This design comes from an exercise in tuning for small area, a short achievable clock period and few clock cycles per item on the open sky130 flow, not from production work. Only simulation tests tie the RTL to the original design; equivalence was not proved.

==> inputs of v7 <==
## fft_insert128
module fft_insert128(
  input clk,
  input rst,
  input ce,
  input [31:0] din,
  output oe,
  output reg [31:0] dout
);
localparam T2 = 1;              
localparam C2 = T2 + 1;         
localparam T3 = C2 + 33;
localparam C3 = T3 + 3;
localparam T4 = C3 + 16;
localparam C4 = T4 + 13;
localparam T5 = C4 + 8;
localparam C5 = T5 + 9;
localparam T6 = C5 + 4;
localparam C6 = T6 + 7;
localparam T7 = C6 + 2;
localparam R1 = T7 + 6;
localparam R2 = R1 + 63;
localparam R3 = R2 + 30;
localparam RO = R3 + 12;        
localparam LAST = RO + 127;
wire [9:0] cnt;
fft_128_ctr #(.LAST(LAST), .OUT0(RO)) ctr (
  .clk(clk), .rst(rst), .ce(ce), .cnt(cnt), .oe(oe));
function [6:0] pos;
  input [9:0] c;
  input integer t;
  reg [9:0] d;
  begin
    d = c - t;
    pos = d[6:0];
  end
endfunction
reg [31:0] xin;
always @(posedge clk) xin <= din;
wire [29:0] xh = {xin[31:17], xin[15:1]};
wire [29:0] xrep;
fft_ram_2ports replay(.clk(clk), .in(xh), .out(xrep));
reg [6:0] p2;
wire [29:0] s1 = p2[6] ? xrep : xh;
wire [31:0] s1w = {s1[29], s1[29:15], s1[14], s1[14:0]};
wire [31:0] xhw = {xh[29], xh[29:15], xh[14], xh[14:0]};
wire [31:0] xrw = {xrep[29], xrep[29:15], xrep[14], xrep[14:0]};
wire [31:0] t2o, c2o, t3o, c3o, t4o, c4o, t5o, c5o, t6o, c6o, s7o, r1o, r2o, r3o;
reg [6:0] pc2, pt3, pc3, pt4, pc4, pt5, pc5, pt6, pc6, pt7, pr1, pr2, pr3;
always @(posedge clk) begin
  p2 <= pos(cnt, T2 - 1);
  pc2 <= pos(cnt, C2 - 1); pt3 <= pos(cnt, T3 - 1); pc3 <= pos(cnt, C3 - 1);
  pt4 <= pos(cnt, T4 - 1); pc4 <= pos(cnt, C4 - 1); pt5 <= pos(cnt, T5 - 1);
  pc5 <= pos(cnt, C5 - 1); pt6 <= pos(cnt, T6 - 1); pc6 <= pos(cnt, C6 - 1);
  pt7 <= pos(cnt, T7 - 1); pr1 <= pos(cnt, R1 - 1); pr2 <= pos(cnt, R2 - 1);
  pr3 <= pos(cnt, R3 - 1);
end
mult16x16_cpx #(.S(2)) tw2 (.clk(clk), .p(p2), .in(s1w), .ine(xhw), .ino(xrw), .out(t2o));
butterfly2 #(.D(32), .NB(15)) bf2 (.clk(clk), .bsel(pc2[5]), .in(t2o), .out(c2o));
mult16x16_cpx #(.S(3)) tw3 (.clk(clk), .p(pt3), .in(c2o), .ine(32'd0), .ino(32'd0), .out(t3o));
butterfly2 #(.D(16), .R(0)) bf3 (.clk(clk), .bsel(pc3[4]), .in(t3o), .out(c3o));
tw_mult2 #(.S(4)) tw4 (.clk(clk), .p(pt4), .in(c3o), .out(t4o));
butterfly2 #(.D(8), .R(0)) bf4 (.clk(clk), .bsel(pc4[3]), .in(t4o), .out(c4o));
  ...
export LEC_CHECK = 0
export CAP_MARGIN = 20
export CORE_MARGIN = 2
export CORE_UTILIZATION = 55
export CTS_CLUSTER_DIAMETER = 120
export CTS_CLUSTER_SIZE = 24
export PLACE_DENSITY = 0.65
export SLEW_MARGIN = 20
export SYNTH_MEMORY_MAX_BITS = 32768
create_clock -name core_clock -period 10.0 [get_ports {clk}]
standard.sh (not shown) runs the stock make flow with config.mk's settings and CLKGATE_MAP_FILE= SYNTH_SCRIPT=/design/flow/synth_recipe.tcl, a recipe that flattens the netlist after the stock synthesis.
==> flow/flow/run.sh <==
#!/bin/bash
# The standard layout (the standard.sh, all steps, standard synthesis),
# with two changes to how the layout is optimised:
#  - repair_timing aims at 6.7 ns of setup slack (SETUP_SLACK_MARGIN), so
#    paths are sized for a shorter period than the 10 ns constraint;
#  - the port buffers that buffer_ports inserts on every input and output
#    are sky130_fd_sc_hd__buf_4 (BUFFER_PORTS_ARGS).
# The full output of the flow goes to standard.log in this folder (ORFS
# also keeps each step's log under orfs/logs/).
set -euo pipefail
export SETUP_SLACK_MARGIN=6.7
export BUFFER_PORTS_ARGS="-buffer_cell sky130_fd_sc_hd__buf_4"
bash standard.sh > standard.log 2>&1
==> v16: changes against v7 <==
--- a/flow/design.v
+++ b/flow/design.v
@@ -243,19 +243,79 @@
 wire [32:0] mr48 = q1;
 wire [32:0] mr49 = q2;
 wire [32:0] mr50 = q3;
 wire [32:0] ms51 = mr47 ^ mr48 ^ mr49;
 wire [32:0] mc52 = ((mr47 & mr48) | (mr47 & mr49) | (mr48 & mr49)) << 1;
 wire [32:0] ms53 = ms51 ^ mc52 ^ mr50;
 wire [32:0] mc54 = ((ms51 & mc52) | (ms51 & mr50) | (mc52 & mr50)) << 1;
-reg [32:0] z1, z2;
-always @(posedge clk) begin
-  z1 <= ms53; z2 <= mc54;
-end
-assign mac = z1 + z2;
+kadd33 fa(.a(ms53), .b(mc54), .s(mac));
+endmodule
+module kadd33 (input [32:0] a, input [32:0] b, output [32:0] s);
+wire [32:0] g0 = a & b, p0 = a ^ b;
+wire [32:0] g1, p1;
+genvar i1;
+generate for (i1 = 0; i1 < 33; i1 = i1 + 1) begin : l1
+  if (i1 < 1) begin
+    assign g1[i1] = g0[i1]; assign p1[i1] = p0[i1];
+  end else begin
+    assign g1[i1] = g0[i1] | (p0[i1] & g0[i1-1]);
+    assign p1[i1] = p0[i1] & p0[i1-1];
+  end
+end endgenerate
+wire [32:0] g2, p2;
+genvar i2;
+generate for (i2 = 0; i2 < 33; i2 = i2 + 1) begin : l2
+  if (i2 < 2) begin
+    assign g2[i2] = g1[i2]; assign p2[i2] = p1[i2];
+  end else begin
+    assign g2[i2] = g1[i2] | (p1[i2] & g1[i2-2]);
+    assign p2[i2] = p1[i2] & p1[i2-2];
+  end
+end endgenerate
+wire [32:0] g4, p4;
+genvar i4;
+generate for (i4 = 0; i4 < 33; i4 = i4 + 1) begin : l4
+  if (i4 < 4) begin
+    assign g4[i4] = g2[i4]; assign p4[i4] = p2[i4];
+  end else begin
+    assign g4[i4] = g2[i4] | (p2[i4] & g2[i4-4]);
+    assign p4[i4] = p2[i4] & p2[i4-4];
+  end
+end endgenerate
+wire [32:0] g8, p8;
+genvar i8;
+generate for (i8 = 0; i8 < 33; i8 = i8 + 1) begin : l8
+  if (i8 < 8) begin
+    assign g8[i8] = g4[i8]; assign p8[i8] = p4[i8];
+  end else begin
+    assign g8[i8] = g4[i8] | (p4[i8] & g4[i8-8]);
+    assign p8[i8] = p4[i8] & p4[i8-8];
+  end
+end endgenerate
+wire [32:0] g16, p16;
+genvar i16;
+generate for (i16 = 0; i16 < 33; i16 = i16 + 1) begin : l16
+  if (i16 < 16) begin
+    assign g16[i16] = g8[i16]; assign p16[i16] = p8[i16];
+  end else begin
+    assign g16[i16] = g8[i16] | (p8[i16] & g8[i16-16]);
+    assign p16[i16] = p8[i16] & p8[i16-16];
+  end
+end endgenerate
+wire [32:0] g32, p32;
+genvar i32;
+generate for (i32 = 0; i32 < 33; i32 = i32 + 1) begin : l32
+  if (i32 < 32) begin
+    assign g32[i32] = g16[i32]; assign p32[i32] = p16[i32];
+  end else begin
+    assign g32[i32] = g16[i32] | (p16[i32] & g16[i32-32]);
+    assign p32[i32] = p16[i32] & p16[i32-32];
+  end
+end endgenerate
+assign s = p0 ^ {g32[31:0], 1'b0};
 endmodule
 module booth_enc (input s, input [14:0] m, output [23:0] d);
 wire [17:0] e = {2'b00, m, 1'b0};
 genvar j;
 generate for (j = 0; j < 8; j = j + 1) begin : g
   wire b0 = e[2*j], b1 = e[2*j+1], b2 = e[2*j+2];
   wire one = b1 ^ b0;
@@ -289,40 +349,38 @@
   input [32:0] v;
   begin
     if (v[32:30] == 3'b000 || v[32:30] == 3'b111) sat = v[30:15];
     else sat = v[32] ? 16'h8000 : 16'h7fff;
   end
 endfunction
 wire [6:0] pn = p + 7'd1;
-wire [5:0] t = {pn[1], pn[2], pn[3], pn[4], pn[5], pn[6]};
-wire [31:0] wn;
-rom_w rom(.t(t), .w(wn));
-reg [31:0] w;            
+wire [5:0] t = {p[1], p[2], p[3], p[4], p[5], p[6]};
+wire [31:0] w;           
+rom_w rom(.t(t), .w(w));
 reg ph;                  
 always @(posedge clk) begin
-  w <= wn;
   ph <= pn[0];
 end
-reg [31:0] a_hold, a_r, a_r2, a_r3, b_r, bh;
+reg [31:0] a_hold, a_r, a_r2, b_r, bh;
 reg [15:0] xa, xb;       
 reg wsr, wsi;
 reg [14:0] wmr, wmi;
 reg [23:0] y1d, y2d;     
 reg n1s, n2s;
 reg [14:0] n1m, n2m;     
 wire [23:0] n1d, n2d;
 booth_enc be1(.s(n1s), .m(n1m), .d(n1d));
 booth_enc be2(.s(n2s), .m(n2m), .d(n2d));
 reg [32:0] pa, pb;
 wire [32:0] mac;
 macc2 mc(.clk(clk), .x1(xa), .d1(y1d), .x2(xb), .d2(y2d), .mac(mac));
 wire signed [15:0] tr = sat(pb), ti = sat(pa);    
-wire signed [15:0] ar = a_r3[31:16], ai = a_r3[15:0];
+wire signed [15:0] ar = a_r2[31:16], ai = a_r2[15:0];
 wire signed [16:0] sr = ar + tr, si = ai + ti, dr = ar - tr, di = ai - ti;
-assign out = ph ? bh : {sr[16:1], si[16:1]};
+assign out = ph ? {sr[16:1], si[16:1]} : bh;
 always @(*)
   if (ph) begin
     n1s = w[31]; n1m = w[30:16]; n2s = ~w[15]; n2m = w[14:0];
   end else begin
     n1s = wsi; n1m = wmi; n2s = wsr; n2m = wmr;
   end
 always @(posedge clk) begin
@@ -332,56 +390,54 @@
     wsr <= w[31]; wmr <= w[30:16]; wsi <= w[15]; wmi <= w[14:0];
   end else begin
     xa <= b_r[31:16]; xb <= b_r[15:0];
   end
   y1d <= n1d; y2d <= n2d;
   if (ph) begin
     b_r <= in; a_r <= a_hold;
-    a_r2 <= a_r; a_r3 <= a_r2;
+    a_r2 <= a_r;
   end
   pa <= mac;
   pb <= pa;
-  if (!ph) bh <= {dr[16:1], di[16:1]};
+  if (ph) bh <= {dr[16:1], di[16:1]};
 end
 endmodule
 module tw_mult2 #(parameter S = 4) (
   input clk,
   input [6:0] p,           
   input [31:0] in,
   output [31:0] out
 );
 localparam DB = 7 - S;
 localparam D = 1 << DB;
-localparam L = D + 5;
+localparam L = D + 4;
 function [15:0] sat;
   input [32:0] v;
   begin
     if (v[32:30] == 3'b000 || v[32:30] == 3'b111) sat = v[30:15];
     else sat = v[32] ? 16'h8000 : 16'h7fff;
   end
 endfunction
 wire [6:0] pn = p + 7'd1;
 wire [DB:0] rn = {~pn[DB], pn[DB-1:0]};
 wire [DB-1:0] kn = rn[DB:1];                
 wire [DB-1:0] kwn = rn[DB:1] - 2'd2;        
-wire [5:0] pr6 = {pn[1], pn[2], pn[3], pn[4], pn[5], pn[6]};
+wire [5:0] pr6 = {p[1], p[2], p[3], p[4], p[5], p[6]};
 wire [5:0] t = (pr6 & ((6'd1 << (S - 1)) - 6'd1)) << (7 - S);
-wire [31:0] wn;
-rom_w rom(.t(t), .w(wn));
+wire [31:0] w;           
+rom_w rom(.t(t), .w(w));
 reg r0, rodd;                  
 reg [D-1:0] rsel;              
 reg [L-1:0] wsel;              
-reg [31:0] w;                  
 integer m;
 always @(posedge clk) begin
   r0 <= rn == 0;
   rodd <= rn[0];
   for (m = 0; m < D; m = m + 1) rsel[m] <= !rn[0] && kn == m;
-  for (m = 0; m < L; m = m + 1) wsel[m] <= rn[0] && m == kwn + 5;
-  w <= wn;
+  for (m = 0; m < L; m = m + 1) wsel[m] <= !rn[0] && m == kwn + 4;
 end
 reg [32*L-1:0] line;
 assign out = line[32*L-1 -: 32];
 reg [31:0] bsrc;
 always @(*) begin
   bsrc = in;
   for (m = 1; m < D; m = m + 1)
@@ -490,21 +546,21 @@
   output reg [31:0] dout
 );
 localparam T2 = 1;              
 localparam C2 = T2 + 1;         
 localparam T3 = C2 + 33;
 localparam C3 = T3 + 3;
 localparam T4 = C3 + 16;
-localparam C4 = T4 + 13;
+localparam C4 = T4 + 12;
 localparam T5 = C4 + 8;
-localparam C5 = T5 + 9;
+localparam C5 = T5 + 8;
 localparam T6 = C5 + 4;
-localparam C6 = T6 + 7;
+localparam C6 = T6 + 6;
 localparam T7 = C6 + 2;
-localparam R1 = T7 + 6;
+localparam R1 = T7 + 5;
 localparam R2 = R1 + 63;
 localparam R3 = R2 + 30;
 localparam RO = R3 + 12;        
 localparam LAST = RO + 127;
 wire [9:0] cnt;
 fft_128_ctr #(.LAST(LAST), .OUT0(RO)) ctr (
   .clk(clk), .rst(rst), .ce(ce), .cnt(cnt), .oe(oe));
==> flow/config.mk (replaced) <==
export PLATFORM = sky130hd
export DESIGN_NAME = fft_insert128
export DESIGN_NICKNAME = fft_insert128
export VERILOG_FILES = /design/flow/design.v
export SDC_FILE = /design/flow/constraint.sdc
export NUM_CORES = 4
export LEC_CHECK = 0
export CAP_MARGIN = 20
export CORE_MARGIN = 2
export CORE_UTILIZATION = 50
export CTS_CLUSTER_DIAMETER = 120
export CTS_CLUSTER_SIZE = 24
export PLACE_DENSITY = 0.6
export SLEW_MARGIN = 20
export SYNTH_MEMORY_MAX_BITS = 32768
==> summary of the runs <==
- Hold slack: v7 is lower than v16 (0.022 ns).
- Against v7, the design area of v16 is lower by 2.5%.
- In v7 the via count is higher than in v16, by about 3%.
- Of v7 and v16, v7 has the higher worst setup slack (gap 0.14 ns).
- Synthesized area: v7 is larger than v16 (3.6%).
==> figures <==
item                                                                     v16              v7
Status                                              timing/DRC/antenna clean  timing/DRC/antenna clean
Hold path start                                              replay.dl[1608]  replay.dl[861]
Synthesized-area fraction occupied by and/or/nand/nor cells            4.33%           4.25%
Max stage delay on crit path                                         0.52 ns         0.43 ns
RR Startpoint                                                   tw5.mc.q0[4]    tw3.s3.vc[3]
Multi-input gate share of the layout cell area                         29.8%           29.4%
Routed length on met3                                                20.2 mm         25.7 mm
Final worst setup slack                                              6.25 ns         6.39 ns
Logic depth of the worst register-to-register path                        17              13
First-pass GRT wire length                                            908 mm          924 mm
Final-layout worst hold slack                                       0.270 ns        0.248 ns
Initial drt markers                                                     9523           10122
Post-synth EDFFs                                                         369             401
Post CTS Setup Buffer Count                                              136              61
Testbench counts of v7, summed over its fixed seeds: cycles 16,216, frames 48.
Testbench counts of v16, summed over its fixed seeds: cycles 16,024, frames 48.

-- what the ideal ports hide --
How much do the figures lean on ideal ports? The routed layouts below were timed once more, with nothing changed but the port constraints.
Step 1: set_driving_cell puts a clkbuf_16 on clk and a buf_2 on each other input, an assumption about the parent block.
Step 2 times the ports against the registers' clock, not the clock port: input delays grow and output delays shrink by t, the midpoint of the rising clock arrivals with the driver on.
Three values: ideal ports, drivers, drivers and shift; two values: the first two.
| run | t, ns | slack for setup (ns) | worst setup path after step 2 | worst slew at a driven data input, ns | cell pins on the clock port's net |
|---|---|---|---|---|---|
| v7 | 1.153 | 6.385 / 6.261 / 6.624 | register to register | 0.47 | 1 |
| v16 | 1.167 | 6.248 / 6.248 / 6.248 | register to register | 0.14 | 1 |
After both steps setup and hold are still met in every run listed.
